Background: an optimization exercise with open tools, aiming at small area. Do not read the settings as production practice. The clock port is modelled as an ideal driver, which makes a skipped or thinned clock tree look cheaper than it is; a real chip needs a root buffer or a tree. Power is estimated from default activity; no workload was simulated.

==> v20: inputs <==
==> flow/design.v <==
module vgadriver(CLOCK_25, RESET, VGA_R, VGA_G, VGA_B, VGA_BLANK, VGA_SYNC, VGA_HS, VGA_VS);
input wire CLOCK_25;
input wire RESET;
output wire [9:0] VGA_R;
output wire [9:0] VGA_G;
output wire [9:0] VGA_B;
output wire VGA_BLANK;
output wire VGA_SYNC;
output wire VGA_HS;
output wire VGA_VS;
reg [9:0] h;
reg [9:0] w;
reg [9:0] q;
reg z;
wire h112 = (~h[9] & ~h[7] & h[6] & ~h[5] & ~h[4] & h[3] & h[2] & h[1] & h[0]);  
wire hs_low = (~h[9] & ~h[7] & ~h[6]) | (~h[9] & ~h[8] & h[5] & h[4]) | (~h[9] & ~h[7] & ~h[5] & ~h[4] & ~h[3]) | (~h[9] & ~h[7] & ~h[5] & ~h[4] & ~h[1]) | (~h[9] & ~h[7] & ~h[5] & ~h[4] & ~h[0]) | (~h[9] & ~h[7] & ~h[5] & ~h[4] & ~h[2]) | (~h[9] & ~h[8] & ~h[4] & h[3] & h[2] & h[1] & h[0]);  
wire blank_h = (h[9]) | (h[8] & h[7]) | (h[8] & h[6] & h[5] & h[4] & h[3] & h[2] & h[1] & h[0]);  
wire xs = (h[9] & ~h[8] & h[7]) | (h[9] & h[8] & ~h[7] & ~h[6] & ~h[5] & ~h[4] & ~h[3] & ~h[2] & ~h[1] & ~h[0]);  
wire xr_side = (h[9] & ~h[8] & h[7] & h[5] & ~h[4] & ~h[3] & ~h[2] & ~h[1] & ~h[0]);  
wire xr_mid = (~h[8] & h[7] & h[6] & ~h[5] & ~h[4] & ~h[3] & ~h[2] & ~h[1] & ~h[0]);  
wire wwrap = (~w[9] & w[8] & w[7] & w[6] & w[5]);  
wire w990 = (w[9] & ~w[5] & w[3] & w[2] & w[1] & ~w[0]);  
wire w991 = (w[9] & ~w[5] & w[3] & w[2] & w[1] & w[0]);  
wire w992 = (w[9] & ~w[4] & ~w[3] & ~w[2] & ~w[1] & ~w[0]);  
wire w990_991 = (w[9] & ~w[5] & w[3] & w[2] & w[1]);  
wire w991_992 = (w[9] & ~w[5] & w[3] & w[2] & w[1] & w[0]) | (w[9] & ~w[4] & ~w[3] & ~w[2] & ~w[1] & ~w[0]);  
wire yr240 = (~w[9] & w[7] & w[6] & w[5] & w[4] & ~w[3] & ~w[2] & ~w[1] & ~w[0]);  
wire yr_mid = (~w[8] & w[7] & w[6] & ~w[5] & w[4] & ~w[3] & ~w[2] & ~w[1] & ~w[0]) | (w[8] & ~w[7] & ~w[6] & ~w[5] & w[4] & ~w[3] & ~w[2] & ~w[1] & ~w[0]);  
always @(posedge CLOCK_25) begin
  if (RESET)
    h <= 10'd223;
  else
    h <= (&h) ? 10'd223 : h + 10'd1;
end
always @(posedge CLOCK_25) begin
  if (RESET)
    w <= 10'd980;
  else if (h112)
    w <= wwrap ? 10'd980 : w + 10'd1;
end
wire q_wrapoff = (~q[8] & q[7] & ~q[6] & q[5] & ~q[4] & q[3] & q[2] & ~q[1] & ~q[0]);  
wire q_sq = (~q[8] & ~q[7] & q[5]) | (~q[8] & ~q[7] & q[6]) | (~q[8] & q[7] & ~q[6] & ~q[5]) | (~q[8] & ~q[7] & q[4] & q[3] & q[2] & q[1] & q[0]);  
wire off_step = h112 & w992;                 
always @(posedge CLOCK_25) begin
  if (RESET)
    q <= 10'd499;
  else if (off_step) begin
    if (q_wrapoff)
      q <= 10'd512;                          
  end
  else if (h112)
    q <= (&q) ? 10'd499 : q + 10'd1;
end
always @(posedge CLOCK_25) begin
  if (RESET)
    z <= 1'b1;
  else if (off_step)
    z <= q_wrapoff;
end
wire vis_v = ~w[9];                                
wire [8:0] y = w[8:0] & {9{vis_v}};
wire ys = vis_v ? q_sq : z;                        
wire red = (xr_side & yr240) | (xr_mid & yr_mid);
wire blue = ~red & xs & ys;
wire grn = ~red & ~blue;
assign VGA_R = {10{red}};
assign VGA_B = {10{blue}};
assign VGA_G = {y & {9{grn}}, 1'b0};
assign VGA_VS = ~(h112 ? w990_991 : w991_992);
assign VGA_HS = ~hs_low;                           
assign VGA_BLANK = blank_h & vis_v;                
assign VGA_SYNC = 1'b1;
endmodule
==> flow/flow/run.sh <==
#!/bin/bash
# Own layout flow: ORFS as the standard.sh runs it, with
#  - an area-oriented ABC script in synthesis (registers unchanged),
#  - no adder extraction before ABC,
#  - the smallest buffer (buf_1) on every port,
#  - a small clock tree (one level of clkbuf cells).
set -euo pipefail
W=$(pwd)
export MY_ABC_SCRIPT=$W/flow/abc_area.script
make -C "$FLOW_HOME" DESIGN_CONFIG="$FLOW_CONFIG" WORK_HOME="$W/orfs" CLKGATE_MAP_FILE= \
  SYNTH_SCRIPT="$W/flow/my_synth.tcl" ADDER_MAP_FILE= \
  BUFFER_PORTS_ARGS="-buffer_cell sky130_fd_sc_hd__buf_1" \
  PRE_CTS_TCL="$W/flow/pre_cts.tcl" FLOW_CLOCK_PORT=CLOCK_25 FLOW_CLOCK_BUF=sky130_fd_sc_hd__clkbuf_16 \
  finish > "$W/make.log" 2>&1
R="$W/orfs/results/$FLOW_PLATFORM/vgadriver/base"
: # left out here: write the final layout as DEF
==> flow/flow/abc_area.script <==
strash
&get -n
&st
&deepsyn -T 20
&dch -x
&nf -R 1000 -a
&put
topo
==> flow/flow/my_synth.tcl <==
# The standard flow's synthesis script (synth_recipe.tcl) with one change: the combinational
# mapping uses an area-oriented ABC script (flow/abc_area.script).
proc synth {args} { yosys synth -nofsm -noshare {*}$args }
proc abc {args} {
  set i [lsearch $args -script]
  if { $i >= 0 } {
    set args [lreplace $args [expr {$i+1}] [expr {$i+1}] $::env(MY_ABC_SCRIPT)]
  }
  yosys abc {*}$args
}
source $::env(SCRIPTS_DIR)/synth.tcl
# left out here: clear keep_hierarchy, flatten, clean up, hide names made inside functions, write 1_2_yosys.v
==> flow/flow/pre_cts.tcl <==
# Replaces the clock tree with a single clock buffer placed at the centre of
# the registers: the design has few registers, and one buffer drives them all.
rename clock_tree_synthesis my_orig_clock_tree_synthesis
proc clock_tree_synthesis {args} {
  set block [ord::get_db_block]
  set sx 0; set sy 0; set n 0
  foreach inst [$block getInsts] {
    if { [string match "*df*" [[$inst getMaster] getName]] } {
      set loc [$inst getLocation]
      set sx [expr {$sx + [lindex $loc 0]}]
      set sy [expr {$sy + [lindex $loc 1]}]
      incr n
    }
  }
  set dbu [$block getDbUnitsPerMicron]
  set x [expr {double($sx) / $n / $dbu}]
  set y [expr {double($sy) / $n / $dbu}]
  set clk_port [lindex [get_ports $::env(FLOW_CLOCK_PORT)] 0]
  set sta_buf [insert_buffer -buffer_cell $::env(FLOW_CLOCK_BUF) -net [get_nets [get_full_name $clk_port]] \
    -location [list $x $y] -buffer_name clkbuf_root -net_name clknet_root]
  set buf [$block findInst [get_full_name $sta_buf]]
  foreach it [$buf getITerms] {
    set net [$it getNet]
    if { $net != "NULL" } { $net setSigType CLOCK }
  }
  set_propagated_clock [all_clocks]
}
==> flow/standard.sh <==
#!/bin/bash
# synth_recipe.tcl (not shown) runs the flow's synth.tcl, then flattens the netlist and writes it again
# the make line also repeats each setting of config.mk as NAME=value (left out here)
make -C /OpenROAD-flow-scripts/flow DESIGN_CONFIG=/design/flow/config.mk WORK_HOME=/design/flow/orfs CLKGATE_MAP_FILE= SYNTH_SCRIPT=/design/flow/synth_recipe.tcl "${@:-finish}"
==> flow/config.mk <==
export PLATFORM = sky130hd
export DESIGN_NAME = vgadriver
export DESIGN_NICKNAME = vgadriver
export VERILOG_FILES = /design/flow/design.v
export SDC_FILE = /design/flow/constraint.sdc
export NUM_CORES = 4
export LEC_CHECK = 0
export CAP_MARGIN = 20
export CORE_MARGIN = 2
export CORE_UTILIZATION = 40
export SLEW_MARGIN = 20
==> flow/constraint.sdc <==
create_clock -name core_clock -period 20.0 [get_ports {CLOCK_25}]
set_input_delay 4.0000 -clock core_clock [delete_from_list [all_inputs] [get_ports {CLOCK_25}]]
set_output_delay 4.0000 -clock core_clock [all_outputs]
set_load 0.01 [all_outputs]
==> inputs of v16, as changes to v20 <==
--- a/flow/design.v
+++ b/flow/design.v
@@ -11,3 +11,4 @@
 reg [9:0] h;
-reg [9:0] w;
+reg [9:0] wn;                 
+wire [9:0] w = ~wn;
 reg [9:0] q;
@@ -36,5 +37,5 @@
   if (RESET)
-    w <= 10'd980;
+    wn <= ~10'd980;
   else if (h112)
-    w <= wwrap ? 10'd980 : w + 10'd1;
+    wn <= ~(wwrap ? 10'd980 : w + 10'd1);
 end
--- a/flow/flow/run.sh
+++ b/flow/flow/run.sh
@@ -12,3 +12,3 @@
   BUFFER_PORTS_ARGS="-buffer_cell sky130_fd_sc_hd__buf_1" \
-  PRE_CTS_TCL="$W/flow/pre_cts.tcl" FLOW_CLOCK_PORT=CLOCK_25 FLOW_CLOCK_BUF=sky130_fd_sc_hd__clkbuf_16 \
+  PRE_CTS_TCL="$W/flow/pre_cts.tcl" FLOW_CLOCK_PORT=CLOCK_25 FLOW_CLOCK_BUF=sky130_fd_sc_hd__buf_12 FLOW_CLOCK_NBUF=1 \
   finish > "$W/make.log" 2>&1
==> flow/flow/pre_cts.tcl (replaced) <==
# Replaces the clock tree with a few clock buffers driven straight from the
# clock port: the registers are split into FLOW_CLOCK_NBUF groups by their x
# position, and each group gets one buffer at its centre.
rename clock_tree_synthesis my_orig_clock_tree_synthesis
proc clock_tree_synthesis {args} {
  set block [ord::get_db_block]
  set dbu [$block getDbUnitsPerMicron]
  set flops {}
  foreach inst [$block getInsts] {
    if { [string match "*df*" [[$inst getMaster] getName]] } {
      set loc [$inst getLocation]
      lappend flops [list [lindex $loc 0] [lindex $loc 1] [$inst getName]]
    }
  }
  set flops [lsort -integer -index 0 $flops]
  set nbuf $::env(FLOW_CLOCK_NBUF)
  set n [llength $flops]
  set clk_net [get_nets [get_full_name [lindex [get_ports $::env(FLOW_CLOCK_PORT)] 0]]]
  for { set g 0 } { $g < $nbuf } { incr g } {
    set lo [expr {$g * $n / $nbuf}]
    set hi [expr {($g + 1) * $n / $nbuf - 1}]
    set sx 0; set sy 0; set pins {}
    foreach f [lrange $flops $lo $hi] {
      set sx [expr {$sx + [lindex $f 0]}]
      set sy [expr {$sy + [lindex $f 1]}]
      lappend pins [get_pins [lindex $f 2]/CLK]
    }
    set cnt [expr {$hi - $lo + 1}]
    set x [expr {double($sx) / $cnt / $dbu}]
    set y [expr {double($sy) / $cnt / $dbu}]
    set sta_buf [insert_buffer -buffer_cell $::env(FLOW_CLOCK_BUF) -net $clk_net \
      -load_pins $pins -location [list $x $y] -buffer_name clkbuf_$g -net_name clknet_$g]
    set buf [$block findInst [get_full_name $sta_buf]]
    foreach it [$buf getITerms] {
      set net [$it getNet]
      if { $net != "NULL" } { $net setSigType CLOCK }
    }
  }
  set_propagated_clock [all_clocks]
}
--- a/flow/config.mk
+++ b/flow/config.mk
@@ -9,3 +9,3 @@
 export CORE_MARGIN = 2
-export CORE_UTILIZATION = 40
+export CORE_UTILIZATION = 70
 export SLEW_MARGIN = 20
==> comparison table <==
| quantity | v20 | v16 |
|---|---|---|
| Power density cells | 60.87 mW/mm2 | 61.85 mW/mm2 |
| Run status | no timing/DRC/antenna violations | no timing/DRC/antenna violations |
| First-pass GRT wire length | 4.995 mm | 4.981 mm |
| Average vias per placed instance | 5.136 | 5.603 |
| X dimension of the die | 66.73 um | 51.31 um |
| Final Wtd Congestion | 0.8023 | 0.8339 |
| Critical-path top delay cell | nor3_2 | nor3_1 |
| Placed wire-length estimate after detailed placement | 2.186 mm | 2.321 mm |
| Fill cell instance count of the final layout | 387 | 184 |
| Share of synthesized cell area in and, or, nand and nor gates | 27.90% | 29.23% |
| Count of nets after finishing | 214 | 215 |
| Clk Latency, worst-skew pair | 170 ps | 140 ps |
| Die boundary height | 66.73 um | 51.31 um |
| GR Util met3 | 0.8446% | 0.5848% |
| Post-synthesis sequential area ratio | 39.43% | 39.62% |
| Switching power share of the total | 22.94% | 23.02% |
| Clock skew after layout | 4.642 ps | 3.333 ps |
Function was not checked in any run of this note: the RTL went through the layout flow alone. No run of this note takes its clock network from TritonCTS; it comes from the design's own scripts or RTL.

[what the ideal ports hide]
In the flow no input, the clock included, has a driving cell. The finished layouts below were timed again as built, in two steps. Step 1, drivers: a clkbuf_16 drives CLOCK_25 and a buf_2 each remaining input, both assumed. Step 2 adds t to the input delays and takes it off the output delays; t is the mean of the earliest and latest rising clock arrival at the registers after step 1. Input paths then give back, and output paths get back, about the clock's delay inside the block. Three values: ideal ports, drivers, drivers and shift; two values: the first two.
run	t (ns)	setup slack, ns	pins driven straight from the clock port
v20	0.197	13.681 / 13.652 / 13.849	1
v16	0.170	13.686 / 13.655 / 13.825	1
After both steps every run listed still meets setup and hold.
